This is an optimization exercise on Yosys and OpenROAD, whose aim is small area, not a production implementation. RTL that was checked went through simulation tests only; none was proved equivalent to the original. The RTL of run 1 was laid out without a check of its function. No activity file was given, so power comes from the tool's default toggle rates.

<file path="flow/config.mk">
export PLATFORM = sky130hd
export DESIGN_NAME = top_module
export DESIGN_NICKNAME = top_module
export VERILOG_FILES = /design/flow/design.v
export SDC_FILE = /design/flow/constraint.sdc
export NUM_CORES = 4
export LEC_CHECK = 0
export ABC_AREA = 1
export CAP_MARGIN = 20
export CORE_MARGIN = 2
export CORE_UTILIZATION = 60
export CTS_BUF_LIST = sky130_fd_sc_hd__clkbuf_4
export SLEW_MARGIN = 20
</file>
<file path="flow/flow/run.sh">
#!/bin/bash
# Standard layout, with the port buffers made from the smallest buffer cell.
set -euo pipefail
export BUFFER_PORTS_ARGS="-buffer_cell sky130_fd_sc_hd__buf_1"
export RECOVER_POWER=100
bash standard.sh > standard.log 2>&1
</file>
<file path="flow/constraint.sdc">
create_clock -name core_clock -period 10.0 [get_ports {clk}]
set_input_delay 2.0000 -clock core_clock [delete_from_list [all_inputs] [get_ports {clk}]]
set_output_delay 2.0000 -clock core_clock [all_outputs]
set_load 0.01 [all_outputs]
</file>
<file path="flow/standard.sh">
#!/bin/bash
# synth_recipe.tcl (not shown) runs the flow's synth.tcl, then flattens the netlist and writes it again
# the make line also repeats each setting of config.mk as NAME=value (left out here)
make -C /OpenROAD-flow-scripts/flow DESIGN_CONFIG=/design/flow/config.mk WORK_HOME=/design/flow/orfs CLKGATE_MAP_FILE= SYNTH_SCRIPT=/design/flow/synth_recipe.tcl "${@:-finish}"
</file>
<file path="flow/design.v">
`timescale 1ns / 1ps
module clk_divider(
	input clk_in,
	input rst,
	output tick
    );
reg q0, q1;
assign tick = q0 & ~q1;
always @(posedge clk_in)
begin
	if (rst == 1'b0) begin
		q0 <= 1'b0;
		q1 <= 1'b0;
	end
	else begin
		q0 <= ~q1;
		q1 <= q0;
	end
end
endmodule
`timescale 1ns / 1ps
module debouncer(
	input 		clk,
	input 		load,
	input 		hold,
	input 		noisy_in,
	output reg 	clean_out
    );
reg s0, s1, s2;
always @(posedge clk)
begin
	s0 <= (load & noisy_in) | (hold & s0);
	s1 <= (load & s0) | (hold & s1);
	s2 <= (load & s1) | (hold & s2);
	clean_out <= (load & s1 & ~s2) | (hold & clean_out);
end
endmodule
`timescale 1ns / 1ps
module ssd(
	input clk, reset,
	input [1:0] sd,    
	input [2:0] fd,    
	output a_out, b_out, c_out, d_out, e_out, f_out, g_out, p_out,
	output [7:0] an
);
reg [4:0] counter;
parameter SCAN = 24;    
reg [4:0] bcount;       
wire wrap = (SCAN == 24) ? (~counter[4] & counter[3] & ~counter[2] & counter[0]) : (bcount == SCAN);
reg blank;
reg [2:0] idx;
reg [1:0] xs;    
reg [2:0] xf;
always @(posedge clk) begin
	if (reset == 1'b0) begin
		counter <= 5'b11001;
		bcount <= 5'd31;
		blank <= 1'b1;
		idx <= 3'd7;
	end
	else begin
		counter <= {counter[3:0], counter[4] ^ counter[2] ^ wrap};
		bcount <= wrap ? 5'd0 : bcount + 5'd1;
		if (wrap) begin
			blank <= 1'b0;
			idx <= idx + 3'd1;
		end
	end
end
always @(posedge clk) begin
	xs <= sd;
	xf <= fd;
end
wire [7:0] dsel;    
assign dsel[0] = ~idx[2] & ~idx[1] & ~idx[0];
assign dsel[1] = ~idx[2] & ~idx[1] &  idx[0];
assign dsel[2] = ~idx[2] &  idx[1] & ~idx[0];
assign dsel[3] = ~idx[2] &  idx[1] &  idx[0];
assign dsel[4] =  idx[2] & ~idx[1] & ~idx[0];
assign dsel[5] =  idx[2] & ~idx[1] &  idx[0];
assign dsel[6] =  idx[2] &  idx[1] & ~idx[0];
assign dsel[7] =  idx[2] &  idx[1] &  idx[0];
assign an = ~(dsel & {8{~blank}});
reg [6:0] seg;  
wire up = xs[0], dn = xs[1];
always @* begin
	seg = 7'b1111111;
	if (!blank)
		case (idx)
			3'd0: case (xf)
				3'd0: seg = 7'b0000001;
				3'd1: seg = 7'b1001111;
				3'd2: seg = 7'b0010010;
				3'd3: seg = 7'b0000110;
				default: seg = 7'b1001100;
			endcase
			3'd2: seg = 7'b1110001;
			3'd3: seg = 7'b0111000;
			3'd4: seg = {~up, dn, up, up, up, ~up, 1'b0};
			3'd5: seg = {1'b1, 1'b0, 1'b0, ~up & ~dn, ~up & ~dn, ~up, ~dn};
			default: seg = 7'b1111111;
		endcase
end
assign {a_out, b_out, c_out, d_out, e_out, f_out, g_out} = seg;
assign p_out = 1'b1;
endmodule
`timescale 1ns / 1ps
module elevator(
	input clk, tick, rst, load, hold,
	input floor_0_p, floor_1_p, floor_2_p, floor_3_p, floor_4_p,
	input direction_1, direction_2, direction_3,
	input floor_0_d, floor_1_d, floor_2_d, floor_3_d, floor_4_d,
	output [4:0] led_inside,
	output [4:0] led_outside,
	output reg led_busy,
	output reg [1:0] sd,
	output reg [2:0] fd
);
reg [7:0] timer;
wire [7:0] timer_step = {timer[6:0], ~(timer[7] ^ timer[6] ^ timer[5] ^ timer[0])};
reg [2:0] F;
reg [2:0] W;
reg dir;
reg pt;              
reg [1:0] S;
reg [3:1] LI, LO;    
wire [4:0] fp = {floor_4_p, floor_3_p, floor_2_p, floor_1_p, floor_0_p};
wire [4:0] fc = {floor_4_d, floor_3_d, floor_2_d, floor_1_d, floor_0_d};
wire [3:1] dirs = {direction_3, direction_2, direction_1};
parameter LIMIT = 250;    
function [7:0] lfsr_after;
	input integer n;
	integer i;
	begin
		lfsr_after = 8'd0;
		for (i = 0; i < n; i = i + 1)
			lfsr_after = {lfsr_after[6:0], ~(lfsr_after[7] ^ lfsr_after[6] ^ lfsr_after[5] ^ lfsr_after[0])};
	end
endfunction
localparam [7:0] TEXP = lfsr_after(LIMIT);
wire expire = (LIMIT == 250) ? (~timer[7] & timer[6] & ~timer[5] & ~timer[4] & ~timer[2] & ~timer[1] & ~timer[0])
                             : (timer == TEXP);
wire moving = (W != 3'd7);
wire at_target = (F == W);
wire arrive_done = expire & moving & led_busy & at_target;    
wire step        = expire & moving & ~led_busy;               
wire [2:0] F1 = step ? (dir ? F + 3'd1 : F - 3'd1) : F;
wire [2:0] W1 = arrive_done ? 3'd7 : W;
wire [4:0] F1hot = 5'b1 << F1;
wire [4:0] lit = {1'b0, LO | LI, 1'b0};
wire stop = step & ((F1 == W) | (|(F1hot & lit)));
wire idle = (W == 3'd7) | arrive_done;
wire [4:0] Fhot = 5'b1 << F;
wire [4:0] pv = fp & ~Fhot;
wire [4:0] cv = fc & ~Fhot;
wire anyp = |pv;
wire anyc = |cv;
wire [4:0] pfirst = pv & ~{pv[3:0], 1'b0} & ~{pv[2:0], 2'b0} & ~{pv[1:0], 3'b0} & ~{pv[0], 4'b0};
wire [4:0] cfirst = cv & ~{cv[3:0], 1'b0} & ~{cv[2:0], 2'b0} & ~{cv[1:0], 3'b0} & ~{cv[0], 4'b0};
wire [4:0] thot = anyp ? pfirst : cfirst;
wire [2:0] tgt = {thot[4], thot[3] | thot[2], thot[3] | thot[1]};
wire newt = idle & (anyp | anyc);
wire [2:0] W2 = newt ? tgt : W1;
wire up = newt ? (tgt > F) : dir;
wire [2:0] Fq = newt ? F : F1;
reg [3:1] qp, qc;
integer k;
always @* begin
	for (k = 1; k <= 3; k = k + 1) begin
		qc[k] = ~idle | newt ? (up ? (Fq < k && W2 > k) : (Fq > k && W2 < k)) : 1'b0;
		qp[k] = ~idle | newt ? (up == dirs[k]) & (up ? (Fq < k && W2 > k) : (Fq > k && W2 < k)) : 1'b0;
	end
end
wire [3:1] clr = stop ? F1hot[3:1] : 3'b0;
wire [3:1] setlo = (newt & anyp ? pfirst[3:1] : 3'b0) | (fp[3:1] & qp);
wire [3:1] setli = (newt & ~anyp ? cfirst[3:1] : 3'b0) | (fc[3:1] & qc);
wire [7:0] timer_n = (expire | newt) ? 8'd0 : timer_step;
wire [1:0] S_n = moving ? (dir ? 2'b01 : 2'b10) : 2'b00;
wire B_n = stop | (led_busy & ~(expire & moving));
always @(posedge clk) begin
	timer <= ({8{load}} & timer_n) | ({8{hold}} & timer);
	F <= ({3{load}} & F1) | ({3{hold}} & F);
	W <= {3{~rst}} | ({3{load}} & W2) | ({3{hold}} & W);
	dir <= (load & (newt ? up : dir)) | (hold & dir);
	pt <= (load & (newt ? anyp : pt)) | (hold & pt);
	S <= ({2{load}} & S_n) | ({2{hold}} & S);
	led_busy <= (load & B_n) | (hold & led_busy);
	LI <= ({3{load}} & ((LI & ~clr) | setli)) | ({3{hold}} & LI);
	LO <= ({3{load}} & ((LO & ~clr) | setlo)) | ({3{hold}} & LO);
end
wire t0 = (W == 3'd0) & (F != 3'd0);
wire t4 = (W == 3'd4) & (F != 3'd4);
assign led_outside = {t4 & pt, LO, t0 & pt};
assign led_inside = {t4 & ~pt, LI, t0 & ~pt};
always @(posedge clk)
	if (tick) begin
		sd <= S;
		fd <= F;
	end
endmodule
`timescale 1ns / 1ps
module top_module(
    input clk,
    rst,
    floor_0_p,
    floor_1_p,
    floor_2_p,
    floor_3_p,
    floor_4_p,
    direction_1,
    direction_2,
    direction_3,
    floor_0_d,
    floor_1_d,
    floor_2_d,
    floor_3_d,
    floor_4_d,
    output led_inside_0,
    led_inside_1,
    led_inside_2,
    led_inside_3,
    led_inside_4,
    led_outside_0,
    led_outside_1,
    led_outside_2,
    led_outside_3,
    led_outside_4,
    led_busy,
    a_out,b_out,c_out,d_out,e_out,f_out,g_out,p_out,
    output [7:0] an
);
    wire tick;
    wire load = rst & tick;
    wire hold = rst & ~tick;
    wire p0, p1, p2, p3, p4;
    wire [4:0] li, lo;
    wire [1:0] sd;
    wire [2:0] fd;
    clk_divider divider(.clk_in(clk), .rst(rst), .tick(tick));
    debouncer pb0(.clk(clk), .load(load), .hold(hold), .noisy_in(floor_0_p), .clean_out(p0));
    debouncer pb1(.clk(clk), .load(load), .hold(hold), .noisy_in(floor_1_p), .clean_out(p1));
    debouncer pb2(.clk(clk), .load(load), .hold(hold), .noisy_in(floor_2_p), .clean_out(p2));
    debouncer pb3(.clk(clk), .load(load), .hold(hold), .noisy_in(floor_3_p), .clean_out(p3));
    debouncer pb4(.clk(clk), .load(load), .hold(hold), .noisy_in(floor_4_p), .clean_out(p4));
    elevator elev(
        .clk(clk), .tick(tick), .rst(rst), .load(load), .hold(hold),
        .floor_0_p(p0), .floor_1_p(p1), .floor_2_p(p2), .floor_3_p(p3), .floor_4_p(p4),
        .direction_1(direction_1), .direction_2(direction_2), .direction_3(direction_3),
        .floor_0_d(floor_0_d), .floor_1_d(floor_1_d), .floor_2_d(floor_2_d),
        .floor_3_d(floor_3_d), .floor_4_d(floor_4_d),
        .led_inside(li), .led_outside(lo), .led_busy(led_busy),
        .sd(sd), .fd(fd));
    assign {led_inside_4, led_inside_3, led_inside_2, led_inside_1, led_inside_0} = li;
    assign {led_outside_4, led_outside_3, led_outside_2, led_outside_1, led_outside_0} = lo;
    ssd seven_segment_display(.clk(clk), .reset(rst), .sd(sd), .fd(fd),
        .a_out(a_out), .b_out(b_out), .c_out(c_out), .d_out(d_out), .e_out(e_out),
        .f_out(f_out), .g_out(g_out), .p_out(p_out), .an(an));
endmodule
</file>
==> metrics.yaml, run 1 <==
total_power_mw: 0.622
hold_viol: 0
cts-resized-gates: 0
hp-start: "elev.sd[0]"
synthTopCellsByArea: "dfxtp_1 35%, nand2_1 15%, nand3_1 5.8%"
fin_tns_setup_ps: 0
drt_iter0_drc: 207
yosys.area.top_type: "dfxtp_1"
cp-end-kind: "flip-flop"
path_clk_slew_ps: 120
num_rows: 27
slew_headroom_pct: 23.9
postSynthAreaPerCell_um2: 7.22
die_y_um: 80.1
placedInstanceArea_um2: 3690
final.fill_count: 486
cts_buffers: 9
synth_seq_cells: 66
ys_top_cells_by_count: "141 x nand2_1, 61 x dfxtp_1, 50 x inv_1, 40 x nand3_1, 40 x nor2_1"
post_cts_buffers: 0
fin_crit_sh_pct: 44.4
antenna_found_initial: 0
syn2layout_area_growth_pct: 10.7
reg2reg_from: "elev.F[0]"
p_per_area_nw_per_um2: 162
r2r-end: "elev.LI[1]"
async_flop_share_pct: 0
maxCapViolations: 0
skew_ps: 20.8
worstMarginPinSlew_ps: 1140
yosysSeqAreaShare_pct: 39.5
drc: 0
cts_root_buf: "clkbuf_4"
setup_violations: 0
die_w_um: 80.1
track_usage_pct: 28.4
dpl.hpwl_um: 6020
fmax_mhz: 225
syn-instance-count: 481
syn_nets: 511
htree_levels: 3
crit_end: "elev.timer[6]"
synthFlopType: "dfxtp_1"
grt_max_degree: 25
crit_required_ps: 10290
regArea_um2: 1370
crit_start: "rst"
peakVddDrop_mv: 0.135
multi_input_area_um2: 1820
syn_area_um2: 3470
firstDrtPassIters: 5
diodes: 0
insertion_delay_ps: 410
synth_cell_types: 38
period_minus_slack_ps: 4440
clk_path_buf_depth: 2
wl_per_cell_um: 13.6
cts_tree: "done"
drv_slew: 0
yosys_warnings: 4
yosysMostFrequentCell: "nand2_1"
grt-ovfl-total: 0
critPathArrivalTime_ps: 4730
worst-r2r-cell-count: 19
wirelength_um: 8210
utilization_pct: 69.4
layout.nets: 555
vias_per_cell: 5.42
gp_congestion: 0.919
io_buffers: 40
cp_max_fo: 22
initial_utilization_pct: 62.7
synth_edf_count: 5
synth_top_area_share_pct: 35.2
rsz0062_at_grt: "false"
num_vias: 3263
holdWs_ps: 357
placeableCoreArea_um2: 5540
cts_hold_buf: 0
grt_pass1_wl_um: 14000
rrSetupSlack_ps: 6680
clock-sinks: 66
die-area_um2: 6410
status: "timing/DRC/antenna clean"
power_leakage_nw: 1.73
hold_path.class: "reg -> reg"
criticalPathCategory: "in -> reg"
worst_setup_path_start_kind: "input pin"
grt_pass1_vias: 3091
antenna_left: 0
ios: 42
fin_area_um2: 3840
drive_gt1_share_pct: 8.30
-- metal layers --
metal	global-route usage, %	vias up	wire length, um	share of wire [%]
li1	-	1665	-	-
met1	38.7	1459	3870	47
met2	44.0	118	3650	44
met3	5.06	21	516	6.3
met4	12.5	0	171	2.1
met5	0	-	0	0
-- power by group --
| part | switching (mW) | internal, mW |
|---|---|---|
| combinational | 0.0686 | 0.0340 |
| clock | 0.101 | 0.130 |
| sequential | 0.00998 | 0.278 |
-- per-stage QoR --
stage | setup slack (ps) | cells
global placement | 5930 | 586
floorplan | 6160 | 481
finish | 5560 | 602
global route | 5260 | 602
CTS | 5920 | 602
detailed placement | 5810 | 586
-- flip-flops by register name (all words and copies together) (netlist names), 3 cells and up --
signal,count
elev.F,3
elev.LI,3
elev.LO,3
elev.W,3
elev.fd,3
elev.timer,8
seven_segment_display.counter,5
seven_segment_display.idx,3
seven_segment_display.xf,3
-- final cells by class --
| cell class | instances | area share (%) |
|---|---|---|
| multi-input combinational | 350 | 47.4 |
| inverter | 56 | 5.47 |
| tap | 72 | 2.34 |
| sequential | 66 | 35.7 |
| clock buffer | 10 | 1.95 |
| clock inverter | 6 | 2.93 |
| timing repair buffer | 42 | 4.20 |
-- logic make-up (layout without fill, tap and decap cells) --
| family | Yosys count | count (layout) | synth area share [%] |
|---|---|---|---|
| AO/OA/AOI/OAI | 63 | 63 | 11.3 |
| XOR/XNOR | 8 | 8 | 2.02 |
| adder cells (fa/ha/maj) | 15 | 15 | 5.62 |
| buffers and inverters | 65 | 114 | 7.17 |
| flip-flops | 66 | 66 | 39.5 |
| other | 1 | 1 | 0.108 |
| AND/OR/NAND/NOR | 263 | 263 | 34.3 |
-- worst max-delay path, stage by stage --
cell and delay (ps):
clkbuf_1 270, inv_1 180, nor2_1 130, clkbuf_1 840, clkinv_1 810, o32ai_1 490
-- placed cells by master, fill, tap and decap left out, drive strengths merged, types with 2 or more instances in the layout --
| cell type | synthesis | routed |
|---|---|---|
| nand3b | 4 | 4 |
| clkbuf | 7 | 12 |
| a21oi | 14 | 14 |
| nand4 | 8 | 8 |
| ha | 14 | 14 |
| a22oi | 3 | 3 |
| inv | 55 | 56 |
| edfxtp | 5 | 5 |
| nand2 | 152 | 152 |
| o22ai | 8 | 8 |
| nor3 | 4 | 4 |
| clkinv | 1 | 3 |
| dfxtp | 61 | 61 |
| o211ai | 3 | 3 |
| xor2 | 2 | 2 |
| o21ai | 24 | 24 |
| or2 | 5 | 5 |
| nor2 | 46 | 46 |
| buf | 2 | 40 |
| nand3 | 44 | 44 |
| o32ai | 8 | 8 |
| bufinv | 0 | 3 |
| xnor2 | 6 | 6 |
-- worst min-delay path by stage --
stage | end | slack [ps] | cells after the start
after floorplan | seven_segment_display.xf[0] | 320 | 0
after global placement | seven_segment_display.xs[0] | 330 | 0
after detailed placement | seven_segment_display.xs[1] | 330 | 0
after CTS | seven_segment_display.xs[0] | 340 | 0
after global routing | seven_segment_display.xs[0] | 360 | 0
final | seven_segment_display.xs[0] | 360 | 0
==> run 2: changes to the inputs <==
--- a/flow/design.v
+++ b/flow/design.v
@@ -81,26 +81,15 @@
 assign dsel[6] =  idx[2] &  idx[1] & ~idx[0];
 assign dsel[7] =  idx[2] &  idx[1] &  idx[0];
 assign an = ~(dsel & {8{~blank}});
-reg [6:0] seg;  
 wire up = xs[0], dn = xs[1];
-always @* begin
-	seg = 7'b1111111;
-	if (!blank)
-		case (idx)
-			3'd0: case (xf)
-				3'd0: seg = 7'b0000001;
-				3'd1: seg = 7'b1001111;
-				3'd2: seg = 7'b0010010;
-				3'd3: seg = 7'b0000110;
-				default: seg = 7'b1001100;
-			endcase
-			3'd2: seg = 7'b1110001;
-			3'd3: seg = 7'b0111000;
-			3'd4: seg = {~up, dn, up, up, up, ~up, 1'b0};
-			3'd5: seg = {1'b1, 1'b0, 1'b0, ~up & ~dn, ~up & ~dn, ~up, ~dn};
-			default: seg = 7'b1111111;
-		endcase
-end
+wire [6:0] seg_f = (xf == 3'd0) ? 7'b0000001 :
+                   (xf == 3'd1) ? 7'b1001111 :
+                   (xf == 3'd2) ? 7'b0010010 :
+                   (xf == 3'd3) ? 7'b0000110 : 7'b1001100;
+wire [6:0] seg_4 = {~up, dn, up, up, up, ~up, 1'b0};
+wire [6:0] seg_5 = {1'b1, 1'b0, 1'b0, ~up & ~dn, ~up & ~dn, ~up, ~dn};
+wire [6:0] seg = ~(({7{dsel[0]}} & ~seg_f) | ({7{dsel[2]}} & 7'b0001110) | ({7{dsel[3]}} & 7'b1000111) |
+                   ({7{dsel[4]}} & ~seg_4) | ({7{dsel[5]}} & ~seg_5)) | {7{blank}};
 assign {a_out, b_out, c_out, d_out, e_out, f_out, g_out} = seg;
 assign p_out = 1'b1;
 endmodule
==> flow/flow/run.sh (replaced) <==
#!/bin/bash
# The standard layout (bash standard.sh), with two changes that only save
# cell area: the port buffers are the smallest buffer cell, and the clock
# tree gets no dummy load cells at its leaves.
set -euo pipefail
export BUFFER_PORTS_ARGS="-buffer_cell sky130_fd_sc_hd__buf_1"
export CTS_ARGS="-sink_clustering_enable -repair_clock_nets -dont_use_dummy_load -buf_list sky130_fd_sc_hd__clkbuf_4"
bash standard.sh > standard.log 2>&1
==> metrics.yaml, run 2 <==
slowest_delay_ps: 380  # -460 ps
p_per_area_nw_per_um2: 140  # -13%
switching_share_pct: 31.6  # +2.7 points
power.clock.fraction_pct: 24.1  # -13 points
vias_per_cell: 5.38  # -0.68%
drv_slew: 0  # unchanged
critPathArrivalTime_ps: 1950  # -2780 ps
cp-end-kind: "output port"
cts_hold_buf: 0  # unchanged
drt_iter0_drc: 271  # +31%
crit_required_ps: 8000  # -2290 ps
met3_usage_pct: 6.11  # +1.1 points
track_usage_pct: 26.9  # -1.4 points
setup_violations: 0  # unchanged
crit_start: "seven_segment_display.idx[0]"
busiest_layer: "met2"
grt_pass1_wl_um: 13200  # -5.4%
post_cts_buffers: 0  # unchanged
syn2layout_area_growth_pct: 7.85
holdWs_ps: 347  # -10.2 ps
comb_power_share_pct: 20.6  # +4.1 points
mostFrequentLayoutCell: "nand2_1"
utilization_pct: 67.1  # -2.3 points
synth_edf_count: 5  # unchanged
cp_max_fo: 8  # -64%
hold_path.class: "reg -> reg"
grt-ovfl-total: 0  # unchanged
criticalPathCategory: "reg -> out"
die-area_um2: 6330  # -1.3%
num_vias: 3214  # -1.5%
clk_path_buf_depth: 2  # unchanged
status: "timing/DRC/antenna clean"
synth_cell_types: 41  # +7.9%
ys_top_cells_by_count: "132 x nand2_1, 63 x inv_1, 61 x dfxtp_1, 43 x nor2_1, 34 x nand3_1"
p_sw_mw: 0.164  # -8.7%
ios: 42  # unchanged
cts_root_buf: "clkbuf_4"
worstMarginPinSlew_ps: 756  # -386 ps
drc: 0  # unchanged
worst_setup_path_start_kind: "flip-flop"
die_y_um: 79.6  # -0.66%
p_int_mw: 0.355  # -20%
hp-start: "elev.fd[1]"
syn-instance-count: 485  # +0.83%
dp_slack_ps: 5800  # -9.37 ps
grt_use_met1_pct: 36.4  # -2.3 points
slew_headroom_pct: 49.6  # +26 points
synthFlopType: "dfxtp_1"
max_flop_register: "elev.timer"
rsz0062_at_grt: "false"
gp_congestion: 0.922  # +0.28%
maxCapViolations: 0  # unchanged
firstDrtPassIters: 5  # unchanged
postSynthAreaPerCell_um2: 7.06  # -2.2%
io_buffers: 40  # unchanged
skew_ps: 29.6  # +8.80 ps
path_clk_slew_ps: 110  # about the same
syn_area_um2: 3430  # -1.4%
power_leakage_nw: 1.66  # -4.3%
yosysMostFrequentCell: "nand2_1"
yosys.area.top_type: "dfxtp_1"
insertion_delay_ps: 400  # about the same
largest_reg_flops: 8  # unchanged
wirelength_um: 8040  # -2.0%
synthTopCellsByArea: "dfxtp_1 36%, nand2_1 14%, inv_1 6.9%"
dpl.hpwl_um: 5940  # -1.3%
top_regs: "elev.timer (8), seven_segment_display.counter (5)"
path_cells: "inv_1 -> nand2_1 -> a211oi_1 -> a21oi_1 -> o21a_1 -> buf_1"
fin_ws_ps: 6050  # +483 ps
clock-sinks: 66  # unchanged
layout.cells.non_filler: 597  # -0.83%
final.fill_count: 508  # +4.5%
synth_top_area_share_pct: 35.6  # +0.49 points
drive_gt1_share_pct: 8.38  # +0.079 points
regArea_um2: 1370  # unchanged
synth_seq_cells: 66  # unchanged
cts-resized-gates: 0  # unchanged
dp_cells: 588  # +0.34%
antenna_left: 0  # unchanged
antenna_found_initial: 0  # unchanged
die_w_um: 79.6  # -0.66%
reg2reg_from: "elev.F[1]"
final_cell_mix: "132 x nand2_1, 63 x inv_1, 61 x dfxtp_1, 43 x nor2_1, 40 x buf_1"
wl_per_cell_um: 13.5  # -1.2%
diodes: 0  # unchanged
yosysSeqAreaShare_pct: 40.0  # +0.55 points
htree_levels: 3  # unchanged
multi_input_area_um2: 1740  # -4.5%
fin_tns_setup_ps: 0  # unchanged
grt_max_degree: 24  # -4.0%
fin_crit_sh_pct: 39.5  # -4.8 points
period_minus_slack_ps: 3950  # -483 ps
async_flop_share_pct: 0  # unchanged
syn_nets: 506  # -0.98%
met2_usage_pct: 42.4  # -1.6 points
initial_utilization_pct: 62.2  # -0.48 points
slowest_stage: "dfxtp_1"
fmax_mhz: 253  # +12%
placeableCoreArea_um2: 5510  # -0.61%
cts_tree: "done"
seq_power_share_pct: 55.3  # +9.0 points
num_rows: 27  # unchanged
yosys_warnings: 4  # unchanged
peakVddDrop_mv: 0.119  # -12%
cts_buffers: 9  # unchanged
grt_pass1_vias: 2960  # -4.2%
layout.nets: 548  # -1.3%
hold_viol: 0  # unchanged
==> run 2: worst max-delay path, delay by kind of cell, from the launching register on <==
kind                   cells  cell delay (ps)
buffers and inverters      2              340
AO/OA/AOI/OAI              3              640
flip-flops                 1              380
AND/OR/NAND/NOR            1              190
==> run 2: metrics by stage <==
stage	power, mW	cell area (um^2)
after floorplan	0.372	3430
after global placement	0.395	3630
after detailed placement	0.398	3630
after CTS	0.519	3690
after global routing	0.546	3690
final	0.519	3690
==> run 2: routing by layer <==
metal | part of all wire [%] | wire length (um)
met5 | 0 | 0
met4 | 1.5 | 118
met3 | 6.4 | 516
met2 | 44 | 3560
met1 | 48 | 3840
==> run 2: area by class of cell <==
cell class / instances / area share, %
Clock buffer: 9 / 1.83
Tap cell: 72 / 2.44
Sequential cell: 66 / 37.1
Multi-Input combinational cell: 339 / 47.1
Timing Repair Buffer: 42 / 4.47
Inverter: 69 / 7.01
==> run 2: logic make-up (layout without fill, tap and decap cells) <==
logic type      Yosys count  in the layout  share of synthesized area (%)
buf+inv                  80            120                           9.13
fa+ha+maj                 6              6                           2.41
simple gates            255            255                           33.9
flops                    66             66                           40.0
compound gates           69             69                           12.3
xor+xnor                  8              8                           2.05
other cells               1              1                          0.109
==> run 2: power groups by stage <==
stage	clock, mW	combinational, mW	sequential, mW
2_1_floorplan	0	0.0810	0.291
3_3_place_gp	0	0.102	0.293
3_5_place_dp	0	0.104	0.293
4_1_cts	0.127	0.105	0.287
5_1_grt	0.137	0.120	0.289
6_report	0.125	0.107	0.287
==> run 2: worst paths after layout <==
path                            slack (ps)                           to  cells past startpoint
worst max-delay path                  6050                        a_out                      6
worst min-delay path                   350  seven_segment_display.xf[1]                      0
worst max register to register        6930                   elev.LO[1]                     21
worst min register to register         350  seven_segment_display.xf[1]                      0
==> run 3: changes to the inputs <==
==> flow/flow/run.sh (replaced) <==
#!/bin/bash
# The standard layout (bash standard.sh) with three changes that only save
# cell area:
#  - synthesis is the standard flow's own (synth_recipe.tcl, unchanged), except that
#    ABC maps the logic with an area-oriented script (flow/area.abc)
#    instead of ORFS's, which buffers and upsizes for a 10 ps clock;
#  - the port buffers are the smallest buffer cell;
#  - the clock tree gets no dummy load cells at its leaves.
set -euo pipefail
here=$(pwd)
export AREA_ABC_SCRIPT="$here/flow/area.abc"
# synth_recipe.tcl with an abc wrapper after its first line (the synth wrapper)
{
  head -n 1 synth_recipe.tcl
  cat <<'TCL'
proc abc {args} {
  set i [lsearch -exact $args -script]
  if {$i >= 0 && [regexp {abc_(area|speed)\.script$} [lindex $args [expr {$i + 1}]]]} {
    set args [lreplace $args $i [expr {$i + 1}] -script $::env(AREA_ABC_SCRIPT)]
    puts "area ABC script: $::env(AREA_ABC_SCRIPT)"
  }
  yosys abc {*}$args
}
TCL
  tail -n +2 synth_recipe.tcl
} > area_synth.tcl
export BUFFER_PORTS_ARGS="-buffer_cell sky130_fd_sc_hd__buf_1"
export CTS_ARGS="-sink_clustering_enable -repair_clock_nets -dont_use_dummy_load -buf_list sky130_fd_sc_hd__clkbuf_4"
bash standard.sh SYNTH_SCRIPT="$here/area_synth.tcl" finish > standard.log 2>&1
==> flow/flow/area.abc (new file) <==
strash
dch
map -a
topo
dnsize
==> metrics.yaml, run 3 <==
hold_path.class: "reg -> reg"
placedInstanceArea_um2: 3270  # -9.9%
num_vias: 2944  # -8.4%
synthTopCellsByArea: "dfxtp_1 40%, clkinv_1 9.3%, nand2_1 8.5%"
synth_fa_ha_area_share_pct: 2.72  # +0.31 points
regArea_um2: 1370  # unchanged
criticalPathCategory: "reg -> reg"
cts-resized-gates: 0  # unchanged
hold_viol: 0  # unchanged
ys_top_cells_by_count: "75 x clkinv_1, 69 x nand2_1, 61 x dfxtp_1, 39 x nor2_1, 34 x o21ai_0"
die-area_um2: 5640  # -11%
synth_top_area_share_pct: 40.3  # +4.6 points
cp_max_fo: 10  # +2
fin_crit_sh_pct: 50.6  # +11 points
largest_reg_flops: 8  # unchanged
reg2reg_from: "elev.F[0]"
clk_path_buf_depth: 2  # unchanged
yosysMostFrequentCell: "clkinv_1"
dpl.hpwl_um: 5340  # -10%
fin_tns_setup_ps: 0  # unchanged
htree_levels: 3  # unchanged
drive_gt1_share_pct: 2.44  # -5.9 points
initial_utilization_pct: 63.4  # +1.2 points
synthFlopType: "dfxtp_1"
status: "timing/DRC/antenna clean"
yosys.area.top_type: "dfxtp_1"
drt_iter0_drc: 249  # -8.1%
diodes: 0  # unchanged
cp-end-kind: "flip-flop"
power.clock.fraction_pct: 24.6  # +0.5 points
crit_start: "elev.F[0]"
synth_edf_count: 5  # unchanged
p_per_area_nw_per_um2: 148  # +5.1%
worst-r2r-cell-count: 17  # -19%
wl_per_cell_um: 13.7  # +1.8%
io_buffers: 40  # unchanged
synth_seq_cells: 66  # unchanged
worstMarginPinSlew_ps: 1080  # +324 ps
p_sw_mw: 0.146  # -11%
drv_slew: 0  # unchanged
antenna_found_initial: 0  # unchanged
synth_top_family_by_area: "compound AO/OA/AOI/OAI gates"
rrSetupSlack_ps: 4940  # -1990 ps
cts_hold_buf: 0  # unchanged
switching_share_pct: 29.7  # -1.9 points
wirelength_um: 7090  # -12%
fin_area_um2: 3330  # -9.8%
r2r-end: "elev.LO[1]"
yosysSeqAreaShare_pct: 45.2  # +5.2 points
syn2layout_area_growth_pct: 9.94
slew_headroom_pct: 27.3  # -22 points
syn-instance-count: 401  # -17%
multi_input_area_um2: 1370  # -21%
comb_power_share_pct: 17.2  # -3.4 points
top_regs: "elev.timer (8), seven_segment_display.counter (5)"
rsz0062_at_grt: "false"
muxShareOfSynthArea_pct: 0  # unchanged
final.fill_count: 437  # -14%
seq_power_share_pct: 58.3  # +3.0 points
setup_violations: 0  # unchanged
grt-ovfl-total: 0  # unchanged
clock-sinks: 66  # unchanged
track_usage_pct: 27.2  # +0.29 points
skew_ps: 25.6  # -4.03 ps
num_rows: 25  # -7.4%
cts_buffers: 9  # unchanged
syn_area_um2: 3030  # -11%
period_minus_slack_ps: 5060  # +1110 ps
gp_congestion: 0.917  # -0.52%
post_cts_buffers: 0  # unchanged
fmax_mhz: 198  # -22%
syn_nets: 422  # -17%
synth-xor-area-share_pct: 2.31  # +0.26 points
critPathArrivalTime_ps: 5280  # +3330 ps
worst_setup_path_start_kind: "flip-flop"
firstDrtPassIters: 5  # unchanged
final_cell_mix: "75 x clkinv_1, 69 x nand2_1, 61 x dfxtp_1, 40 x buf_1, 39 x nor2_1"
grt_pass1_vias: 2544  # -14%
max_flop_register: "elev.timer"
mostFrequentLayoutCell: "clkinv_1"
placeableCoreArea_um2: 4790  # -13%
cts_tree: "done"
p_int_mw: 0.346  # -2.5%
insertion_delay_ps: 390  # about the same
cts_root_buf: "clkbuf_4"
yosys_warnings: 4  # unchanged
power_leakage_nw: 1.20  # -28%
grt_max_degree: 30  # +25%
ios: 42  # unchanged
drc: 0  # unchanged
postSynthAreaPerCell_um2: 7.56  # +7.1%
synth_simple_gate_area_share_pct: 19.8  # -14 points
synth-compound-area-share_pct: 20.3  # +8.0 points
synth_cell_types: 30  # -27%
crit_required_ps: 10210  # +2210 ps
path_clk_slew_ps: 100  # about the same
vias_per_cell: 5.69  # +5.8%
maxCapViolations: 0  # unchanged
crit_end: "elev.LO[1]"
peakVddDrop_mv: 0.115  # -3.4%
die_y_um: 75.1  # -5.6%
antenna_left: 0  # unchanged
grt_pass1_wl_um: 11500  # -13%
die_w_um: 75.1  # -5.6%
layout.nets: 473  # -14%
async_flop_share_pct: 0  # unchanged
## run 3: cell count changes after synthesis, moves of 5 or more
cell / change
nor3_1: +10
clkinv_1: +74
clkbuf_1: -8
nand3_1: -23
nand2_1: -63
nand2_2: -11
inv_2: -5
o21ai_0: +9
o22ai_1: +11
inv_1: -63
## run 3: worst min path at each step
stage / end / slack, ps / cells after the start / startpoint
4_1_cts: seven_segment_display.xf[0] / 320 / 0 / elev.fd[0]
3_3_place_gp: seven_segment_display.xf[0] / 330 / 0 / elev.fd[0]
2_1_floorplan: seven_segment_display.xf[0] / 320 / 0 / elev.fd[0]
3_5_place_dp: seven_segment_display.xs[0] / 330 / 0 / elev.sd[0]
6_report: seven_segment_display.xf[0] / 330 / 0 / elev.fd[0]
5_1_grt: seven_segment_display.xf[0] / 320 / 0 / elev.fd[0]
## run 3: cells by family after synthesis
| group | Yosys count |
|---|---|
| simple gates | 144 |
| compound gates | 100 |
| buf+inv | 76 |
| flops | 66 |
| xor+xnor | 8 |
| fa+ha+maj | 6 |
| other cells | 1 |
## run 3: stage by stage
step	util [%]	power (mW)	setup slack, ps	std cells	hold slack [ps]
floorplan	-	0.352	5380	401	323
detailed placement	68.3	0.376	4690	508	329
global placement	68.3	0.374	4910	508	325
CTS	69.7	0.492	5060	517	317
finish	69.7	0.492	4940	517	333
global route	69.7	0.516	4570	517	318
## run 3: critical path, stage by stage, from the launching register on
cell      delay [ps]
dfxtp_1          570
clkinv_1         290
nor3_1           370
nor2_1            90
a21oi_1          250
nand2_1          140
a21oi_1          190
clkinv_1         200
o311ai_0         610
ha_1             360
nand3b_1         100
a32oi_1           60
o21ai_0          840
clkinv_1         270
a21oi_1          180
a21oi_1           70
a41oi_1          170
o22ai_1           90
## run 3: power groups by stage
stage                     sequential, mW  clock (mW)  combinational (mW)
after floorplan                    0.291           0              0.0605
after global placement             0.292           0              0.0817
after detailed placement           0.293           0              0.0830
after CTS                          0.287       0.122              0.0834
after global routing               0.288       0.133              0.0949
final                              0.287       0.121              0.0844
## run 3: layout make-up
class	count	share of cell area (%)
clock buffers	9	2.03
multi-input cells	259	41.2
repair buffers	41	4.73
inverters	75	8.44
flip-flops and latches	66	41.1
well taps	67	2.51
## run 3: metal layers
metal  vias up  global-route usage [%]  wire length [um]
li1       1470                       -                 -
met1      1358                    35.7              3220
met2        99                    42.9              3240
met3        17                    6.43               466
met4         0                    12.1               161
met5         -                       0                 0
==> run 4: changes to the inputs <==
--- a/flow/design.v
+++ b/flow/design.v
@@ -2,10 +2,12 @@
 module clk_divider(
 	input clk_in,
 	input rst,
-	output tick
+	output tick,
+	output after_tick    
     );
 reg q0, q1;
 assign tick = q0 & ~q1;
+assign after_tick = q0 & q1;
 always @(posedge clk_in)
 begin
 	if (rst == 1'b0) begin
@@ -39,7 +41,7 @@
 module ssd(
 	input clk, reset,
 	input [1:0] sd,    
-	input [2:0] fd,    
+	input [2:0] xf,    
 	output a_out, b_out, c_out, d_out, e_out, f_out, g_out, p_out,
 	output [7:0] an
 );
@@ -50,7 +52,6 @@
 reg blank;
 reg [2:0] idx;
 reg [1:0] xs;    
-reg [2:0] xf;
 always @(posedge clk) begin
 	if (reset == 1'b0) begin
 		counter <= 5'b11001;
@@ -69,7 +70,6 @@
 end
 always @(posedge clk) begin
 	xs <= sd;
-	xf <= fd;
 end
 wire [7:0] dsel;    
 assign dsel[0] = ~idx[2] & ~idx[1] & ~idx[0];
@@ -95,7 +95,7 @@
 endmodule
 `timescale 1ns / 1ps
 module elevator(
-	input clk, tick, rst, load, hold,
+	input clk, tick, after_tick, rst, load, hold,
 	input floor_0_p, floor_1_p, floor_2_p, floor_3_p, floor_4_p,
 	input direction_1, direction_2, direction_3,
 	input floor_0_d, floor_1_d, floor_2_d, floor_3_d, floor_4_d,
@@ -103,14 +103,15 @@
 	output [4:0] led_outside,
 	output reg led_busy,
 	output reg [1:0] sd,
-	output reg [2:0] fd
+	output [2:0] dfloor
 );
 reg [7:0] timer;
 wire [7:0] timer_step = {timer[6:0], ~(timer[7] ^ timer[6] ^ timer[5] ^ timer[0])};
 reg [2:0] F;
 reg [2:0] W;
 reg dir;
-reg pt;              
+reg pt;
+reg stepped;              
 reg [1:0] S;
 reg [3:1] LI, LO;    
 wire [4:0] fp = {floor_4_p, floor_3_p, floor_2_p, floor_1_p, floor_0_p};
@@ -150,16 +151,17 @@
 wire [2:0] tgt = {thot[4], thot[3] | thot[2], thot[3] | thot[1]};
 wire newt = idle & (anyp | anyc);
 wire [2:0] W2 = newt ? tgt : W1;
-wire up = newt ? (tgt > F) : dir;
-wire [2:0] Fq = newt ? F : F1;
-reg [3:1] qp, qc;
+wire up = tgt > F;
+reg [3:1] bup, bdn;
 integer k;
 always @* begin
 	for (k = 1; k <= 3; k = k + 1) begin
-		qc[k] = ~idle | newt ? (up ? (Fq < k && W2 > k) : (Fq > k && W2 < k)) : 1'b0;
-		qp[k] = ~idle | newt ? (up == dirs[k]) & (up ? (Fq < k && W2 > k) : (Fq > k && W2 < k)) : 1'b0;
-	end
-end
+		bup[k] = (W2 != 3'd7) && F1 < k && W2 > k;
+		bdn[k] = F1 > k && W2 < k;
+	end
+end
+wire [3:1] qc = bup | bdn;
+wire [3:1] qp = (dirs & bup) | (~dirs & bdn);
 wire [3:1] clr = stop ? F1hot[3:1] : 3'b0;
 wire [3:1] setlo = (newt & anyp ? pfirst[3:1] : 3'b0) | (fp[3:1] & qp);
 wire [3:1] setli = (newt & ~anyp ? cfirst[3:1] : 3'b0) | (fc[3:1] & qc);
@@ -172,6 +174,7 @@
 	W <= {3{~rst}} | ({3{load}} & W2) | ({3{hold}} & W);
 	dir <= (load & (newt ? up : dir)) | (hold & dir);
 	pt <= (load & (newt ? anyp : pt)) | (hold & pt);
+	stepped <= (load & ((expire | newt) ? step : stepped)) | (hold & stepped);
 	S <= ({2{load}} & S_n) | ({2{hold}} & S);
 	led_busy <= (load & B_n) | (hold & led_busy);
 	LI <= ({3{load}} & ((LI & ~clr) | setli)) | ({3{hold}} & LI);
@@ -182,10 +185,10 @@
 assign led_outside = {t4 & pt, LO, t0 & pt};
 assign led_inside = {t4 & ~pt, LI, t0 & ~pt};
 always @(posedge clk)
-	if (tick) begin
+	if (tick)
 		sd <= S;
-		fd <= F;
-	end
+wire moved = stepped & ~|timer[7:1] & (~timer[0] | after_tick);    
+assign dfloor = moved ? (dir ? F - 3'd1 : F + 3'd1) : F;
 endmodule
 `timescale 1ns / 1ps
 module top_module(
@@ -224,24 +227,25 @@
     wire p0, p1, p2, p3, p4;
     wire [4:0] li, lo;
     wire [1:0] sd;
-    wire [2:0] fd;
-    clk_divider divider(.clk_in(clk), .rst(rst), .tick(tick));
+    wire [2:0] dfloor;
+    wire after_tick;
+    clk_divider divider(.clk_in(clk), .rst(rst), .tick(tick), .after_tick(after_tick));
     debouncer pb0(.clk(clk), .load(load), .hold(hold), .noisy_in(floor_0_p), .clean_out(p0));
     debouncer pb1(.clk(clk), .load(load), .hold(hold), .noisy_in(floor_1_p), .clean_out(p1));
     debouncer pb2(.clk(clk), .load(load), .hold(hold), .noisy_in(floor_2_p), .clean_out(p2));
     debouncer pb3(.clk(clk), .load(load), .hold(hold), .noisy_in(floor_3_p), .clean_out(p3));
     debouncer pb4(.clk(clk), .load(load), .hold(hold), .noisy_in(floor_4_p), .clean_out(p4));
     elevator elev(
-        .clk(clk), .tick(tick), .rst(rst), .load(load), .hold(hold),
+        .clk(clk), .tick(tick), .after_tick(after_tick), .rst(rst), .load(load), .hold(hold),
         .floor_0_p(p0), .floor_1_p(p1), .floor_2_p(p2), .floor_3_p(p3), .floor_4_p(p4),
         .direction_1(direction_1), .direction_2(direction_2), .direction_3(direction_3),
         .floor_0_d(floor_0_d), .floor_1_d(floor_1_d), .floor_2_d(floor_2_d),
         .floor_3_d(floor_3_d), .floor_4_d(floor_4_d),
         .led_inside(li), .led_outside(lo), .led_busy(led_busy),
-        .sd(sd), .fd(fd));
+        .sd(sd), .dfloor(dfloor));
     assign {led_inside_4, led_inside_3, led_inside_2, led_inside_1, led_inside_0} = li;
     assign {led_outside_4, led_outside_3, led_outside_2, led_outside_1, led_outside_0} = lo;
-    ssd seven_segment_display(.clk(clk), .reset(rst), .sd(sd), .fd(fd),
+    ssd seven_segment_display(.clk(clk), .reset(rst), .sd(sd), .xf(dfloor),
         .a_out(a_out), .b_out(b_out), .c_out(c_out), .d_out(d_out), .e_out(e_out),
         .f_out(f_out), .g_out(g_out), .p_out(p_out), .an(an));
 endmodule
==> flow/flow/area.abc (replaced) <==
strash
&get -n
&st
&dch -f
&nf -a -R 1000
&put
strash
&get -n
&st
&dch -f
&nf -a -R 1000
&put
strash
&get -n
&st
&dch -f
&nf -a -R 1000
&put
strash
&get -n
&st
&dch -f
&nf -a -R 1000
&put
topo
dnsize
==> metrics.yaml, run 4 <==
status: "timing/DRC/antenna clean"
mostFrequentLayoutCell: "nand2_1"
slowest_delay_ps: 540  # -300 ps
worstMarginPinSlew_ps: 799  # -280 ps
synth_simple_gate_area_share_pct: 24.0  # +4.3 points
synthFlopType: "dfxtp_1"
insertion_delay_ps: 400  # about the same
cts_tree: "done"
syn_nets: 381  # -9.7%
peakVddDrop_mv: 0.0973  # -16%
hold_path.class: "reg -> reg"
num_rows: 25  # unchanged
met2_length_um: 2850  # -12%
cp_max_fo: 7  # -3
final_cell_mix: "72 x nand2_1, 59 x dfxtp_1, 40 x buf_1, 30 x o21ai_0, 28 x nor2_1"
drc: 0  # unchanged
routed-wl-met3_um: 385  # -17%
multi_input_area_um2: 1620  # +18%
placeableCoreArea_um2: 4690  # -2.0%
path_cells: "clkinv_1 -> ha_1 -> xor2_1 -> nor2_1 -> a21oi_1 -> clkinv_1 -> a211oi_1 -> a211oi_1 -> buf_1"
synth_fa_ha_area_share_pct: 4.73  # +2.0 points
grt_pass1_vias: 2263  # -11%
power_leakage_nw: 1.20  # +0.61%
fin_ws_ps: 5310  # +377 ps
yosys.area.top_type: "dfxtp_1"
crit_required_ps: 8000  # -2210 ps
syn-instance-count: 355  # -11%
top_layer_used: "met4"
cts_root_buf: "clkbuf_4"
io_buffers: 40  # unchanged
yosysSeqAreaShare_pct: 42.6  # -2.6 points
antenna_left: 0  # unchanged
top_regs: "elev.timer (8), seven_segment_display.counter (5)"
met1_length_um: 3240  # +0.53%
grt_pass1_wl_um: 10800  # -5.9%
synth_cell_types: 42  # +40%
diodes: 0  # unchanged
cp_top_family: "compound AO/OA/AOI/OAI gates"
final.fill_count: 408  # -6.6%
cts_hold_buf: 0  # unchanged
die_y_um: 73.6  # -1.9%
drive_gt1_share_pct: 2.72  # +0.28 points
hold_viol: 0  # unchanged
fin_tns_setup_ps: 0  # unchanged
synth_seq_cells: 61  # -7.6%
clock-sinks: 61  # -7.6%
critPathArrivalTime_ps: 2690  # -2590 ps
muxShareOfSynthArea_pct: 0.344  # +0.34 points
post_cts_buffers: 0  # unchanged
dp_slack_ps: 5720  # +1030 ps
max_flop_register: "elev.timer"
ios: 42  # unchanged
wl_per_cell_um: 14.5  # +5.6%
clk_path_buf_depth: 2  # unchanged
gp_congestion: 0.973  # +6.2%
rsz0062_at_grt: "false"
utilization_pct: 68.2  # -1.5 points
num_vias: 2691  # -8.6%
ys_top_cells_by_count: "72 x nand2_1, 59 x dfxtp_1, 30 x o21ai_0, 28 x nor2_1, 18 x a21oi_1"
dpl.hpwl_um: 5000  # -6.4%
cts_buffers: 9  # unchanged
fin_area_um2: 3200  # -4.1%
criticalPathCategory: "reg -> out"
path_clk_slew_ps: 90  # about the same
worst_setup_path_start_kind: "flip-flop"
yosysMostFrequentCell: "nand2_1"
syn2layout_area_growth_pct: 9.93  # about the same
synthTopCellsByArea: "dfxtp_1 41%, nand2_1 9.3%, o21ai_0 5.2%"
firstDrtPassIters: 4  # -1
cp-end-kind: "output port"
cts-resized-gates: 0  # unchanged
path_buf_inv: 3  # unchanged
setup_violations: 0  # unchanged
die_w_um: 73.6  # -1.9%
drt_iter0_drc: 215  # -14%
vias_per_cell: 5.88  # +3.2%
period_minus_slack_ps: 4690  # -377 ps
async_flop_share_pct: 0  # unchanged
syn_area_um2: 2910  # -4.0%
fmax_mhz: 213  # +8.0%
synth_top_family_by_area: "simple AND/OR/NAND/NOR gates"
wirelength_um: 6630  # -6.4%
largest_reg_flops: 8  # unchanged
antenna_found_initial: 0  # unchanged
initial_utilization_pct: 62.0  # -1.3 points
layout.nets: 432  # -8.7%
synth-xor-area-share_pct: 3.31  # +1.0 points
grt_max_degree: 31  # +3.3%
regArea_um2: 1240  # -9.5%
slew_headroom_pct: 46.6  # +19 points
track_usage_pct: 26.4  # -0.86 points
postSynthAreaPerCell_um2: 8.20  # +8.4%
drv_slew: 0  # unchanged
p_per_area_nw_per_um2: 141  # -4.3%
placedInstanceArea_um2: 3130  # -4.2%
htree_levels: 3  # unchanged
synth-compound-area-share_pct: 22.9  # +2.5 points
grt-ovfl-total: 0  # unchanged
maxCapViolations: 0  # unchanged
synth_edf_count: 2  # -3
synth_top_area_share_pct: 40.6  # +0.32 points
die-area_um2: 5420  # -3.8%
skew_ps: 21.1  # -4.49 ps
fin_crit_sh_pct: 46.9  # -3.8 points
yosys_warnings: 4  # unchanged
slowest_stage: "dfxtp_1"
==> run 4: layout make-up <==
class	instances	share of cell area (%)
Tap cell	54	2.11
Sequential cell	61	38.8
Clock buffer	9	2.11
Inverter	13	1.53
Multi-Input combinational cell	280	50.5
Timing Repair Buffer	41	4.93
==> run 4: logic make-up after synthesis <==
logic type / Yosys count
other cells: 1
buf+inv: 14
compound gates: 100
fa+ha+maj: 11
xor+xnor: 11
flops: 61
mux: 1
simple gates: 156
==> run 4: final timing paths <==
| path | slack [ps] | depth (start not counted) | start | endpoint |
|---|---|---|---|---|
| hold reg to reg | 350 | 0 | elev.sd[0] | seven_segment_display.xs[0] |
| setup / recovery | 5310 | 9 | elev.F[0] | d_out |
| hold / removal | 350 | 0 | elev.sd[0] | seven_segment_display.xs[0] |
| setup reg to reg | 6090 | 13 | elev.timer[5] | elev.LI[1] |
==> run 4: stage by stage <==
stage / hold WS, ps / instances / total power [mW]
3_3_place_gp: 325 / 449 / 0.337
6_report: 351 / 458 / 0.452
3_5_place_dp: 334 / 449 / 0.339
2_1_floorplan: 323 / 355 / 0.319
4_1_cts: 355 / 458 / 0.453
5_1_grt: 369 / 458 / 0.474
==> run 4: power breakdown <==
part           internal [mW]  switching (mW)  total [mW]
Combinational         0.0259          0.0423      0.0681
Clock                 0.0418          0.0754       0.117
Sequential             0.255          0.0116       0.266
==> run 4: layer usage <==
metal	GRT usage (%)	vias to the layer above
met4	12.9	0
met5	0	-
met3	5.21	15
met1	38.5	1215
li1	-	1382
met2	36.9	79
==> run 5: changes to the inputs <==
--- a/flow/flow/run.sh
+++ b/flow/flow/run.sh
@@ -26,4 +26,4 @@
 } > area_synth.tcl
 export BUFFER_PORTS_ARGS="-buffer_cell sky130_fd_sc_hd__buf_1"
 export CTS_ARGS="-sink_clustering_enable -repair_clock_nets -dont_use_dummy_load -buf_list sky130_fd_sc_hd__clkbuf_4"
-bash standard.sh SYNTH_SCRIPT="$here/area_synth.tcl" finish > standard.log 2>&1
+bash standard.sh SYNTH_SCRIPT="$here/area_synth.tcl" ADDER_MAP_FILE= finish > standard.log 2>&1
==> metrics.yaml, run 5 <==
mostFrequentLayoutCell: "nand2_1"
cts_buffers: 9  # unchanged
worst-r2r-cell-count: 14  # +1
drc: 0  # unchanged
p_int_mw: 0.323  # +0.20%
switching_share_pct: 29.4  # +0.82 points
firstDrtPassIters: 7  # +3
critPathArrivalTime_ps: 2750  # +60 ps
clock-sinks: 61  # unchanged
cts_root_buf: "clkbuf_4"
fmax_mhz: 210  # -1.4%
period_minus_slack_ps: 4750  # +66.1 ps
dp_cells: 446  # -0.67%
track_usage_pct: 27.9  # +1.5 points
path_clk_slew_ps: 100  # about the same
status: "timing/DRC/antenna clean"
criticalPathCategory: "reg -> out"
insertion_delay_ps: 400  # about the same
placeableCoreArea_um2: 4410  # -5.9%
diodes: 0  # unchanged
fin_area_um2: 3100  # -3.2%
p_per_area_nw_per_um2: 148  # +4.8%
post_cts_buffers: 0  # unchanged
hold_path.class: "reg -> reg"
top_regs: "elev.timer (8), seven_segment_display.counter (5)"
cp-end-kind: "output port"
ys_top_cells_by_count: "83 x nand2_1, 59 x dfxtp_1, 31 x nor2_1, 31 x o21ai_0, 18 x a22o_1"
crit_start: "elev.F[2]"
async_flop_share_pct: 0  # unchanged
crit_end: "f_out"
regArea_um2: 1240  # unchanged
synthFlopType: "dfxtp_1"
initial_utilization_pct: 63.5  # +1.5 points
htree_levels: 3  # unchanged
synthTopCellsByArea: "dfxtp_1 42%, nand2_1 11%, a22o_1 5.6%"
clk_path_buf_depth: 2  # unchanged
syn_nets: 368  # -3.4%
setup_violations: 0  # unchanged
p_sw_mw: 0.135  # +4.3%
syn2layout_area_growth_pct: 10.3
fin_ws_ps: 5250  # -66.1 ps
num_vias: 2710  # +0.71%
rsz0062_at_grt: "false"
multi_input_area_um2: 1510  # -6.7%
power.clock.fraction_pct: 25.9  # about the same
io_buffers: 40  # unchanged
die_w_um: 72.4  # -1.7%
gp_congestion: 0.932  # -4.3%
syn_area_um2: 2810  # -3.6%
r2r-end: "elev.LI[2]"
comb_power_share_pct: 15.7  # +0.6 points
holdWs_ps: 351  # +0.630 ps
postSynthAreaPerCell_um2: 7.95  # -3.1%
fin_crit_sh_pct: 47.5  # +0.66 points
slowest_delay_ps: 510  # -30 ps
dpl.hpwl_um: 4930  # -1.2%
power_leakage_nw: 1.14  # -5.5%
grt_pass1_vias: 2304  # +1.8%
seq_power_share_pct: 58.4  # -0.6 points
layout.nets: 420  # -2.8%
drt_iter0_drc: 369  # +72%
synth_edf_count: 2  # unchanged
utilization_pct: 70.1  # +1.9 points
skew_ps: 28.0  # +6.92 ps
antenna_found_initial: 0  # unchanged
dp_slack_ps: 5550  # -172 ps
synth_seq_cells: 61  # unchanged
max_flop_register: "elev.timer"
synth_top_area_share_pct: 42.1  # +1.5 points
cts-resized-gates: 0  # unchanged
slew_headroom_pct: 42.1  # -4.4 points
reg2reg_from: "elev.timer[4]"
drv_slew: 0  # unchanged
num_rows: 24  # -4.0%
drive_gt1_share_pct: 2.73  # +0.0068 points
syn-instance-count: 353  # -0.56%
hold_viol: 0  # unchanged
fin_tns_setup_ps: 0  # unchanged
cp_max_fo: 11  # +4
wl_per_cell_um: 14.9  # +3.0%
yosys_warnings: 4  # unchanged
ios: 42  # unchanged
grt-ovfl-total: 0  # unchanged
yosysMostFrequentCell: "nand2_1"
crit_required_ps: 8000  # about the same
peakVddDrop_mv: 0.109  # +12%
final.fill_count: 383  # -6.1%
wirelength_um: 6790  # +2.4%
final_cell_mix: "83 x nand2_1, 59 x dfxtp_1, 40 x buf_1, 31 x nor2_1, 31 x o21ai_0"
die-area_um2: 5240  # -3.4%
total_power_mw: 0.458  # +1.4%
worst_setup_path_start_kind: "flip-flop"
rrSetupSlack_ps: 5700  # -390 ps
slowest_stage: "dfxtp_1"
cp_common_cell: "or2_0"
path_cells: "nand2b_1 -> or2_0 -> nand2_1 -> nor2_1 -> a211oi_1 -> a21oi_1 -> o21ai_0 -> a221oi_1 -> or2_0 -> buf_1"
yosysSeqAreaShare_pct: 44.2  # +1.6 points
vias_per_cell: 5.96  # +1.4%
worstMarginPinSlew_ps: 868  # +68.5 ps
grt_pass1_wl_um: 11300  # +4.9%
cts_hold_buf: 0  # unchanged
maxCapViolations: 0  # unchanged
cts_tree: "done"
placedInstanceArea_um2: 3030  # -3.3%
layout.cells.non_filler: 455  # -0.66%
antenna_left: 0  # unchanged
grt_max_degree: 30  # -3.2%
synth_cell_types: 39  # -7.1%
die_y_um: 72.4  # -1.7%
largest_reg_flops: 8  # unchanged
yosys.area.top_type: "dfxtp_1"
run 5: cells by family after synthesis:
group / count (synthesis) / synth area share, %
DFF: 61 / 44.2
AOI/OAI and AO/OA: 98 / 23.0
muxes: 1 / 0.401
xor gates and xnor gates: 15 / 4.68
buffers and inverters: 14 / 2.01
and+or+nand+nor: 162 / 25.2
other: 1 / 0.134
adders and majority gates: 1 / 0.357
run 5: area by class of cell:
| class | instances | share of cell area [%] |
|---|---|---|
| tap | 52 | 2.10 |
| sequential | 61 | 40.1 |
| clock buffer | 9 | 2.18 |
| inverter | 13 | 1.58 |
| multi-input combinational | 278 | 48.7 |
| timing repair buffer | 42 | 5.34 |
run 5: how the worst min path moves through the flow:
| stage | from | end | slack [ps] | cells after the start |
|---|---|---|---|---|
| after global placement | elev.sd[1] | seven_segment_display.xs[1] | 320 | 0 |
| after floorplan | elev.sd[0] | seven_segment_display.xs[0] | 320 | 0 |
| after CTS | elev.sd[1] | seven_segment_display.xs[1] | 350 | 0 |
| final | elev.sd[1] | seven_segment_display.xs[1] | 350 | 0 |
| after global routing | elev.sd[1] | seven_segment_display.xs[1] | 370 | 0 |
| after detailed placement | elev.sd[1] | seven_segment_display.xs[1] | 330 | 0 |
run 5: layer usage:
layer	wire length (um)	GRT usage (%)
met2	2940	41.6
met1	3160	41.0
met4	84	8.23
met5	0	0
met3	599	5.56
run 5: worst max-delay path, delay by kind of cell (launching register included):
family                 cells  cell delay [ps]
AO/OA/AOI/OAI              4              850
buffers and inverters      1              150
flip-flops                 1              510
AND/OR/NAND/NOR            5              870
run 5: power groups by stage:
| stage | sequential (mW) | clock [mW] | combinational [mW] |
|---|---|---|---|
| after detailed placement | 0.273 | 0 | 0.0696 |
| final | 0.267 | 0.119 | 0.0717 |
| after global placement | 0.272 | 0 | 0.0688 |
| after global routing | 0.269 | 0.131 | 0.0804 |
| after floorplan | 0.270 | 0 | 0.0496 |
| after CTS | 0.267 | 0.122 | 0.0701 |
==> run 6: changes to the inputs <==
==> flow/flow/run.sh (replaced) <==
#!/bin/bash
# The standard layout (bash standard.sh) with changes that only save cell
# area:
#  - synthesis is the standard flow's own (synth_recipe.tcl, unchanged), except that ABC
#    maps the logic with an area-oriented script (flow/area.abc) instead of
#    ORFS's, which buffers and upsizes for a 10 ps clock, and that no half
#    or full adder cells are extracted before ABC (ADDER_MAP_FILE empty), so
#    ABC maps that logic too;
#  - the port buffers are the smallest buffer cell;
#  - the clock tree gets no dummy load cells at its leaves.
set -euo pipefail
here=$(pwd)
export AREA_ABC_SCRIPT="$here/flow/area.abc"
# synth_recipe.tcl with an abc wrapper after its first line (the synth wrapper)
{
  head -n 1 synth_recipe.tcl
  cat <<'TCL'
proc abc {args} {
  set i [lsearch -exact $args -script]
  if {$i >= 0 && [regexp {abc_(area|speed)\.script$} [lindex $args [expr {$i + 1}]]]} {
    set args [lreplace $args $i [expr {$i + 1}] -script $::env(AREA_ABC_SCRIPT)]
    puts "area ABC script: $::env(AREA_ABC_SCRIPT)"
  }
  yosys abc {*}$args
}
TCL
  tail -n +2 synth_recipe.tcl
} > area_synth.tcl
export BUFFER_PORTS_ARGS="-buffer_cell sky130_fd_sc_hd__buf_1"
export CTS_ARGS="-sink_clustering_enable -repair_clock_nets -dont_use_dummy_load -sink_clustering_size 20 -sink_clustering_max_diameter 200 -buf_list sky130_fd_sc_hd__clkbuf_8"
bash standard.sh SYNTH_SCRIPT="$here/area_synth.tcl" ADDER_MAP_FILE= finish > standard.log 2>&1
==> metrics.yaml, run 6 <==
dpl.hpwl_um: 4930  # unchanged
synth-compound-area-share_pct: 23.0  # unchanged
antenna_left: 0  # unchanged
synth_edf_count: 2  # unchanged
io_buffers: 40  # unchanged
dp_slack_ps: 5550  # unchanged
syn2layout_area_growth_pct: 12.4
slew_headroom_pct: 42.7  # +0.58 points
postSynthAreaPerCell_um2: 7.95  # unchanged
path_clk_slew_ps: 60  # -40 ps
clk_path_buf_depth: 2  # unchanged
criticalPathCategory: "reg -> out"
yosys_warnings: 4  # unchanged
slowest_delay_ps: 500  # about the same
muxShareOfSynthArea_pct: 0.401  # unchanged
critPathArrivalTime_ps: 2710  # -40 ps
total_power_mw: 0.502  # +9.6%
hold_viol: 0  # unchanged
placeableCoreArea_um2: 4410  # unchanged
drv_slew: 0  # unchanged
grt_pass1_wl_um: 11500  # +1.5%
grt_pass1_vias: 2319  # +0.65%
post_cts_buffers: 0  # unchanged
grt_max_degree: 30  # unchanged
synthTopCellsByArea: "dfxtp_1 42%, nand2_1 11%, a22o_1 5.6%"
yosysSeqAreaShare_pct: 44.2  # unchanged
drive_gt1_share_pct: 2.73  # unchanged
wl_per_cell_um: 15.0  # +0.55%
gp_congestion: 0.932  # unchanged
busiest_layer: "met2"
fin_area_um2: 3150  # +1.8%
utilization_pct: 71.4  # +1.3 points
track_usage_pct: 28.5  # +0.58 points
num_vias: 2717  # +0.26%
synth_fa_ha_area_share_pct: 0.357  # unchanged
synth_simple_gate_area_share_pct: 25.2  # unchanged
clock-sinks: 61  # unchanged
maxCapViolations: 0  # unchanged
syn_area_um2: 2810  # unchanged
firstDrtPassIters: 7  # unchanged
period_minus_slack_ps: 4710  # -39.0 ps
die-area_um2: 5240  # unchanged
yosys.area.top_type: "dfxtp_1"
hold_path.class: "reg -> reg"
path_cells: "nand2b_1 -> or2_0 -> nand2_1 -> nor2_1 -> a211oi_1 -> a21oi_1 -> o21ai_0 -> a221oi_1 -> or2_0 -> buf_1"
vias_per_cell: 5.97  # +0.26%
cts_tree: "done"
p_per_area_nw_per_um2: 159  # +7.7%
layout.nets: 420  # unchanged
r2r-end: "elev.LI[2]"
crit_required_ps: 8000  # about the same
diodes: 0  # unchanged
power_leakage_nw: 1.16  # +2.0%
grt_use_met1_pct: 41.1  # +0.088 points
cp_max_fo: 11  # unchanged
insertion_delay_ps: 340  # -60 ps
htree_levels: 3  # unchanged
status: "timing/DRC/antenna clean"
final.fill_count: 378  # -1.3%
hp-start: "elev.sd[1]"
yosysMostFrequentCell: "nand2_1"
num_rows: 24  # unchanged
synthFlopType: "dfxtp_1"
synth_top_area_share_pct: 42.1  # unchanged
fin_ws_ps: 5290  # +39.0 ps
top_regs: "elev.timer (8), seven_segment_display.counter (5)"
largest_reg_flops: 8  # unchanged
synth-xor-area-share_pct: 4.68  # unchanged
rsz0062_at_grt: "false"
met3_usage_pct: 7.22  # +1.7 points
cp-end-kind: "output port"
grt-ovfl-total: 0  # unchanged
die_y_um: 72.4  # unchanged
setup_violations: 0  # unchanged
worst-r2r-cell-count: 14  # unchanged
synth_top_family_by_area: "simple AND/OR/NAND/NOR gates"
cp_top_family: "simple AND/OR/NAND/NOR gates"
ios: 42  # unchanged
rrSetupSlack_ps: 5700  # about the same
cts_buffers: 9  # unchanged
reg2reg_from: "elev.timer[4]"
async_flop_share_pct: 0  # unchanged
cts_hold_buf: 0  # unchanged
syn-instance-count: 353  # unchanged
worst_setup_path_start_kind: "flip-flop"
final_cell_mix: "83 x nand2_1, 59 x dfxtp_1, 40 x buf_1, 31 x nor2_1, 31 x o21ai_0"
path_buf_inv: 1  # unchanged
syn_nets: 368  # unchanged
worstMarginPinSlew_ps: 859  # -8.69 ps
hold_depth: 0  # unchanged
met2_usage_pct: 42.8  # +1.2 points
wirelength_um: 6820  # +0.55%
cts_root_buf: "clkbuf_8"
die_w_um: 72.4  # unchanged
cp_common_cell: "or2_0"
mostFrequentLayoutCell: "nand2_1"
cts-resized-gates: 0  # unchanged
peakVddDrop_mv: 0.161  # +47%
synth_seq_cells: 61  # unchanged
max_flop_register: "elev.timer"
fin_tns_setup_ps: 0  # unchanged
fin_crit_sh_pct: 47.1  # -0.39 points
drc: 0  # unchanged
skew_ps: 19.7  # -8.30 ps
antenna_found_initial: 0  # unchanged
initial_utilization_pct: 63.5  # unchanged
placedInstanceArea_um2: 3030  # unchanged
drt_iter0_drc: 341  # -7.6%
ys_top_cells_by_count: "83 x nand2_1, 59 x dfxtp_1, 31 x nor2_1, 31 x o21ai_0, 18 x a22o_1"
fmax_mhz: 212  # +0.83%
hold_end: "seven_segment_display.xs[1]"
synth_cell_types: 39  # unchanged
slowest_stage: "dfxtp_1"
==> run 6: cell counts after synthesis <==
No cell type changed its count.
==> run 6: how the worst max path moves through the flow <==
| stage | start | to | slack, ps | cells past startpoint |
|---|---|---|---|---|
| 3_3_place_gp | floor_1_d | elev.LI[2] | 5610 | 13 |
| 5_1_grt | elev.F[2] | f_out | 4930 | 10 |
| 6_report | elev.F[2] | f_out | 5290 | 10 |
| 2_1_floorplan | floor_1_d | elev.LI[2] | 5630 | 12 |
| 3_5_place_dp | floor_1_d | elev.LI[2] | 5550 | 13 |
| 4_1_cts | elev.F[2] | f_out | 5310 | 10 |
==> run 6: metrics by stage <==
step,cells,hold slack (ps)
finish,455,352
detailed placement,446,329
global placement,446,325
global route,455,360
CTS,455,345
floorplan,353,323
==> run 6: per-layer routing <==
metal,up-vias,wire length [um]
li1,1362,-
met1,1221,3100
met2,130,3050
met3,4,621
met4,0,47
met5,-,0
==> run 6: cell families after synthesis <==
logic type	count (synthesis)
muxes	1
buffers and inverters	14
DFF	61
and+or+nand+nor	162
adders and majority gates	1
AOI/OAI and AO/OA	98
xor gates and xnor gates	15
other	1
==> run 6: cell type report <==
class                           instances  area [um^2]  share of cell area [%]
Sequential cell                        61         1240                    39.4
Clock buffer                            9          124                    3.93
Timing Repair Buffer                   42          165                    5.24
Multi-Input combinational cell        278         1510                    47.8
Inverter                               13         48.8                    1.55
Tap cell                               52         65.1                    2.06
==> run 6: power by group <==
| part | switching [mW] | internal, mW |
|---|---|---|
| sequential | 0.0122 | 0.256 |
| combinational | 0.0454 | 0.0260 |
| clock | 0.0829 | 0.0799 |
| total | 0.140 | 0.362 |

what the ideal ports hide:
The flow's constraints put no driver on any port. The routed layouts listed below were extracted and timed again, unchanged, in two steps. Step 1 assumes that a clkbuf_16 drives the clock port and a buf_2 every other input. Step 2 moves the port delays by t, midway between the first and last clock arrival at a register: inputs arrive t later, outputs are due t later. That takes back most of the time a late clock gives input paths. Three values: no drivers, after step 1, after step 2; two values: the first two.
| run | t, ns | slack for setup (ns) | clock arrival spread, ns | cell pins on the clock port's net |
|---|---|---|---|---|
| run 1 | 0.432 | 5.564 / 5.573 / 5.140 | 0.021 / 0.021 | 1 |
| run 2 | 0.413 | 6.047 / 6.019 / 5.727 | 0.030 / 0.029 | 1 |
| run 3 | 0.404 | 4.938 / 4.938 / 4.541 | 0.025 / 0.025 | 1 |
| run 4 | 0.411 | 5.315 / 5.289 / 5.701 | 0.021 / 0.021 | 1 |
| run 5 | 0.415 | 5.249 / 5.223 / 5.473 | 0.028 / 0.028 | 1 |
| run 6 | 0.356 | 5.288 / 5.259 / 5.466 | 0.020 / 0.020 | 1 |
After both steps setup and hold are still met in every run listed. The setup slack of run 1, which loses most, moves by +0.009 ns with the drivers and by -0.424 ns with both steps.
